Context: an optimization exercise on an open-source flow, tuned for small area. The choices shown serve that exercise and are no tape-out recipe. Only simulation tests tie the RTL to the original design; equivalence was not proved. Power is estimated from default activity; no workload was simulated.

## EE314_GROUP38
module EE314_GROUP38(
    input              clk,         
    input              rst,         
    output     [6:0]   HEX0,
    output     [6:0]   HEX1,
    output     [6:0]   HEX2,
    output     [6:0]   HEX3,
    output     [6:0]   HEX4,
    output     [6:0]   HEX5,
    input      [3:0]   KEY,
    input      [1:0]   SW,
    output             VGA_BLANK_N,
    output     [7:0]   VGA_B,
    output             VGA_HS,
    output     [7:0]   VGA_R,
    output     [7:0]   VGA_G,
    output             VGA_SYNC_N,
    output             VGA_VS
);
Settings: LEC_CHECK=0, CAP_MARGIN=20, CORE_MARGIN=2, CORE_UTILIZATION=40, CTS_BUF_LIST=sky130_fd_sc_hd__clkbuf_8, PLACE_DENSITY=0.6, SLEW_MARGIN=20; clock period 40.0 ns.
standard.sh (not shown) runs the stock make flow with config.mk's settings and CLKGATE_MAP_FILE= SYNTH_SCRIPT=/design/flow/synth_recipe.tcl, a recipe that flattens the netlist after the stock synthesis.
==> flow/flow/run.sh <==
#!/bin/bash
# Own layout flow: the standard flow (standard.sh), with two changes:
#  - after the standard synthesis, the combinational logic between the
#    flip-flops and ports is re-synthesised for area with Yosys and ABC
#    (flow/remap.tcl; eight ABC deepsyn runs with different seeds and
#    starting points, each followed by a don't-care resubstitution pass
#    (mfs2) and remapping; the smallest result is kept); the flip-flops are
#    left exactly as the standard synthesis made them;
#  - ports are buffered with 1x buffers;
#  - the constant outputs share one tie cell (no repair_tie_fanout).
# The clock tree uses 8x clock buffers and no dummy loads (CTS_ARGS).
# Each tool's full output goes to a log file of its own in the work folder.
set -euo pipefail
here=$(cd "$(dirname "${BASH_SOURCE[0]}")" && pwd)
work=$(pwd)
res=$work/orfs/results/${FLOW_PLATFORM}/EE314_GROUP38/base
export BUFFER_PORTS_ARGS="-buffer_cell sky130_fd_sc_hd__buf_1"
export SKIP_REPAIR_TIE_FANOUT=1
export CTS_ARGS="-sink_clustering_enable -repair_clock_nets -buf_list sky130_fd_sc_hd__clkbuf_8 -dont_use_dummy_load"

bash standard.sh synth > synth.log 2>&1

export REMAP_DIR=$work/remap
mkdir -p "$REMAP_DIR"
export REMAP_LIB=$FLOW_HOME/platforms/${FLOW_PLATFORM}/lib/sky130_fd_sc_hd__tt_025C_1v80.lib
export REMAP_CELLS=$REMAP_DIR/cells.v
export REMAP_IN=$REMAP_DIR/1_2_yosys.standard.v
cp "$res/1_2_yosys.v" "$REMAP_IN"
python3 "$here/cells.py" "$REMAP_LIB" "$REMAP_CELLS" > cells.log 2>&1
pre="dc2; balance; rewrite; refactor; balance; rewrite; rewrite -z; balance; refactor -z; rewrite -z; balance"
post="dch; amap; mfs2 -W 4 -M 500; strash; dch; amap; topo"
run_remap() {  # $1: run number, $2: deepsyn seed, $3: 1 to start from a rewritten graph
  local p=""
  [[ $3 == 1 ]] && p="$pre; "
  echo "strash; $p&get -n; &deepsyn -T 240 -S $2; &put; $post" > "$REMAP_DIR/s$1.abc"
  REMAP_SCRIPT=$REMAP_DIR/s$1.abc REMAP_OUT=$REMAP_DIR/out$1.v REMAP_STAT=$REMAP_DIR/stat$1.txt \
    yosys -c "$here/remap.tcl" > "remap$1.log" 2>&1
}
# two rounds of four runs in parallel (NUM_CORES is 4)
for round in 0 1; do
  pids=()
  for i in 1 2 3 4; do
    n=$((round * 4 + i))
    run_remap "$n" "$n" $((i % 2)) &
    pids+=($!)
  done
  for p in "${pids[@]}"; do wait "$p" || true; done
done
best=""; best_area=""
for s in 1 2 3 4 5 6 7 8; do
  [[ -s $REMAP_DIR/out$s.v && -s $REMAP_DIR/stat$s.txt ]] || continue
  a=$(awk '/Chip area/ {print $NF}' "$REMAP_DIR/stat$s.txt")
  if [[ -z $best_area ]] || awk -v a="$a" -v b="$best_area" 'BEGIN {exit !(a < b)}'; then
    best=$s; best_area=$a
  fi
done
[[ -n $best ]] || { echo "remap failed" >&2; exit 1; }
echo "remap: kept run $best, area $best_area" > remap.log
cp "$REMAP_DIR/out$best.v" "$res/1_2_yosys.v"
rm -f "$res/1_synth.odb" "$res/1_synth.sdc"
bash standard.sh synth > synth_odb.log 2>&1

bash standard.sh finish > layout.log 2>&1
==> flow/flow/remap.tcl <==
# Re-map the combinational logic of the standard synthesis for area.
# The flip-flops stay as the standard synthesis made them (same instances,
# names and cells): they are black boxes here, and only the logic between
# them and the ports is re-synthesised (ABC deepsyn, then area mapping).
yosys read_verilog $::env(REMAP_CELLS)
yosys read_verilog $::env(REMAP_IN)
yosys hierarchy -top $::env(FLOW_TOP)
yosys flatten
yosys techmap
yosys opt_clean -purge
set dont_use {}
foreach c {sky130_fd_sc_hd__probe_p_8 sky130_fd_sc_hd__probec_p_8 sky130_fd_sc_hd__lpflow_*} {
  lappend dont_use -dont_use $c
}
yosys abc -liberty $::env(REMAP_LIB) {*}$dont_use -script $::env(REMAP_SCRIPT)
yosys opt_clean -purge
# the cells ABC chose, as black boxes, for the checks below
yosys read_liberty -lib -ignore_redef $::env(REMAP_LIB)
yosys hilomap -singleton -hicell sky130_fd_sc_hd__conb_1 HI -locell sky130_fd_sc_hd__conb_1 LO
yosys insbuf -buf sky130_fd_sc_hd__buf_4 A X
yosys splitnets
yosys opt_clean -purge
yosys tee -o $::env(REMAP_STAT) stat -liberty $::env(REMAP_LIB)
yosys check -assert -mapped
yosys write_verilog -noattr -nohex -nodec $::env(REMAP_OUT)
Other scripts of this flow, unchanged in this note and not shown: flow/flow/cells.py
Rerun with:
--- a/flow/flow/run.sh
+++ b/flow/flow/run.sh
@@ -4,6 +4,5 @@
 #    flip-flops and ports is re-synthesised for area with Yosys and ABC
-#    (flow/remap.tcl; eight ABC deepsyn runs with different seeds and
-#    starting points, each followed by a don't-care resubstitution pass
-#    (mfs2) and remapping; the smallest result is kept); the flip-flops are
-#    left exactly as the standard synthesis made them;
+#    (flow/remap.tcl; three ABC deepsyn runs with different seeds, the
+#    smallest result is kept); the flip-flops are left exactly as the
+#    standard synthesis made them;
 #  - ports are buffered with 1x buffers;
@@ -29,23 +28,12 @@
 python3 "$here/cells.py" "$REMAP_LIB" "$REMAP_CELLS" > cells.log 2>&1
-pre="dc2; balance; rewrite; refactor; balance; rewrite; rewrite -z; balance; refactor -z; rewrite -z; balance"
-post="dch; amap; mfs2 -W 4 -M 500; strash; dch; amap; topo"
-run_remap() {  # $1: run number, $2: deepsyn seed, $3: 1 to start from a rewritten graph
-  local p=""
-  [[ $3 == 1 ]] && p="$pre; "
-  echo "strash; $p&get -n; &deepsyn -T 240 -S $2; &put; $post" > "$REMAP_DIR/s$1.abc"
-  REMAP_SCRIPT=$REMAP_DIR/s$1.abc REMAP_OUT=$REMAP_DIR/out$1.v REMAP_STAT=$REMAP_DIR/stat$1.txt \
-    yosys -c "$here/remap.tcl" > "remap$1.log" 2>&1
-}
-# two rounds of four runs in parallel (NUM_CORES is 4)
-for round in 0 1; do
-  pids=()
-  for i in 1 2 3 4; do
-    n=$((round * 4 + i))
-    run_remap "$n" "$n" $((i % 2)) &
-    pids+=($!)
-  done
-  for p in "${pids[@]}"; do wait "$p" || true; done
+pids=()
+for s in 1 2 3; do
+  echo "strash; &get -n; &deepsyn -T 300 -S $s; &put; dch; amap; topo" > "$REMAP_DIR/s$s.abc"
+  REMAP_SCRIPT=$REMAP_DIR/s$s.abc REMAP_OUT=$REMAP_DIR/out$s.v REMAP_STAT=$REMAP_DIR/stat$s.txt \
+    yosys -c "$here/remap.tcl" > "remap$s.log" 2>&1 &
+  pids+=($!)
 done
+for p in "${pids[@]}"; do wait "$p" || true; done
 best=""; best_area=""
-for s in 1 2 3 4 5 6 7 8; do
+for s in 1 2 3; do
   [[ -s $REMAP_DIR/out$s.v && -s $REMAP_DIR/stat$s.txt ]] || continue
Critical path depth stays the same.
Die area fell by about 0.56%.
Sequential share of layout area came out higher by 0.15 points.
Setup slack loses 0.74 ns.
Rerun with:
--- a/flow/flow/run.sh
+++ b/flow/flow/run.sh
@@ -4,5 +4,6 @@
 #    flip-flops and ports is re-synthesised for area with Yosys and ABC
-#    (flow/remap.tcl; three ABC deepsyn runs with different seeds, the
-#    smallest result is kept); the flip-flops are left exactly as the
-#    standard synthesis made them;
+#    (flow/remap.tcl; four ABC deepsyn runs with different seeds and
+#    starting points, each followed by a don't-care resubstitution pass
+#    (mfs2) and remapping; the smallest result is kept); the flip-flops are
+#    left exactly as the standard synthesis made them;
 #  - ports are buffered with 1x buffers;
@@ -29,4 +30,8 @@
 pids=()
-for s in 1 2 3; do
-  echo "strash; &get -n; &deepsyn -T 300 -S $s; &put; dch; amap; topo" > "$REMAP_DIR/s$s.abc"
+pre="dc2; balance; rewrite; refactor; balance; rewrite; rewrite -z; balance; refactor -z; rewrite -z; balance"
+echo "strash; &get -n; &deepsyn -T 300 -S 1; &put; dch; amap; mfs2 -W 4 -M 500; strash; dch; amap; topo" > "$REMAP_DIR/s1.abc"
+echo "strash; $pre; &get -n; &deepsyn -T 300 -S 1; &put; dch; amap; mfs2 -W 4 -M 500; strash; dch; amap; topo" > "$REMAP_DIR/s2.abc"
+echo "strash; $pre; &get -n; &deepsyn -T 300 -S 2; &put; dch; amap; mfs2 -W 4 -M 500; strash; dch; amap; topo" > "$REMAP_DIR/s3.abc"
+echo "strash; &get -n; &deepsyn -T 300 -S 3; &put; dch; amap; mfs2 -W 4 -M 500; strash; dch; amap; topo" > "$REMAP_DIR/s4.abc"
+for s in 1 2 3 4; do
   REMAP_SCRIPT=$REMAP_DIR/s$s.abc REMAP_OUT=$REMAP_DIR/out$s.v REMAP_STAT=$REMAP_DIR/stat$s.txt \
@@ -37,3 +42,3 @@
 best=""; best_area=""
-for s in 1 2 3; do
+for s in 1 2 3 4; do
   [[ -s $REMAP_DIR/out$s.v && -s $REMAP_DIR/stat$s.txt ]] || continue
The new run finished with timing, DRC and antenna clean.
Power rose by 0.39%.
Synthesized area rose by 0.42%.
Cell area does not change.
Critical path depth rose by 4.
First-iteration DRC count fell by 23%.
Sequential power barely changes.
Sequential cell count stays the same.
Die area rose by 0.41%.
Wire length rose by 2.3%.
Maximum frequency rose by 4.0%.
Rerun with:
--- a/flow/flow/run.sh
+++ b/flow/flow/run.sh
@@ -5,4 +5,3 @@
 #    (flow/remap.tcl; four ABC deepsyn runs with different seeds and
-#    starting points, each followed by a don't-care resubstitution pass
-#    (mfs2) and remapping; the smallest result is kept); the flip-flops are
+#    starting points, the smallest result is kept); the flip-flops are
 #    left exactly as the standard synthesis made them;
@@ -31,6 +30,6 @@
 pre="dc2; balance; rewrite; refactor; balance; rewrite; rewrite -z; balance; refactor -z; rewrite -z; balance"
-echo "strash; &get -n; &deepsyn -T 300 -S 1; &put; dch; amap; mfs2 -W 4 -M 500; strash; dch; amap; topo" > "$REMAP_DIR/s1.abc"
-echo "strash; $pre; &get -n; &deepsyn -T 300 -S 1; &put; dch; amap; mfs2 -W 4 -M 500; strash; dch; amap; topo" > "$REMAP_DIR/s2.abc"
-echo "strash; $pre; &get -n; &deepsyn -T 300 -S 2; &put; dch; amap; mfs2 -W 4 -M 500; strash; dch; amap; topo" > "$REMAP_DIR/s3.abc"
-echo "strash; &get -n; &deepsyn -T 300 -S 3; &put; dch; amap; mfs2 -W 4 -M 500; strash; dch; amap; topo" > "$REMAP_DIR/s4.abc"
+echo "strash; &get -n; &deepsyn -T 300 -S 1; &put; dch; amap; topo" > "$REMAP_DIR/s1.abc"
+echo "strash; $pre; &get -n; &deepsyn -T 300 -S 1; &put; dch; amap; topo" > "$REMAP_DIR/s2.abc"
+echo "strash; $pre; &get -n; &deepsyn -T 300 -S 2; &put; dch; amap; topo" > "$REMAP_DIR/s3.abc"
+echo "strash; &get -n; &deepsyn -T 300 -S 3; &put; dch; amap; topo" > "$REMAP_DIR/s4.abc"
 for s in 1 2 3 4; do
After rerunning: Power is higher by 3.4%; routed wire length is higher by 1.5%; final area is higher by 0.70%; via count is higher by 3.6%; first-iteration DRC count is lower by 10%; sequential share of layout area is lower by 0.24 points; setup slack is worse by 0.50 ns; synthesized area is higher by 0.44%.

[what the ideal ports hide]
The results above use ideal ports. As a check the final layouts listed here were re-extracted and re-timed, cells and wires unchanged. Step 1 (the two cells are an assumption about what drives the block):
set clk [get_ports {clk}]
set_driving_cell -lib_cell sky130_fd_sc_hd__clkbuf_16 $clk
set_driving_cell -lib_cell sky130_fd_sc_hd__buf_2 [delete_from_list [all_inputs] $clk]
Step 2 moves the port delays by t, midway between the first and last clock arrival at a register: inputs arrive t later, outputs are due t later. That takes back most of the time a late clock gives input paths. Slacks: ideal / step 1 / step 2; pairs: ideal / step 1.
run | t (ns) | setup WS [ns] | hold WS [ns] | worst setup path at the end | latest minus earliest clock arrival (ns)
the first run | 0.398 | 28.852 / 28.853 / 28.455 | 0.438 / 0.438 / 0.438 | input to register | 0.018 / 0.018
the second run | 0.381 | 28.116 / 28.128 / 27.748 | 0.427 / 0.427 / 0.427 | input to register | 0.029 / 0.029
the third run | 0.396 | 28.577 / 28.578 / 28.181 | 0.427 / 0.427 / 0.427 | input to register | 0.027 / 0.027
the fourth run | 0.389 | 28.073 / 28.087 / 27.698 | 0.428 / 0.428 / 0.428 | input to register | 0.032 / 0.033
After both steps every run listed still meets setup and hold. The setup slack of the first run, which loses most, moves by +0.001 ns with the drivers and by -0.397 ns with both steps.
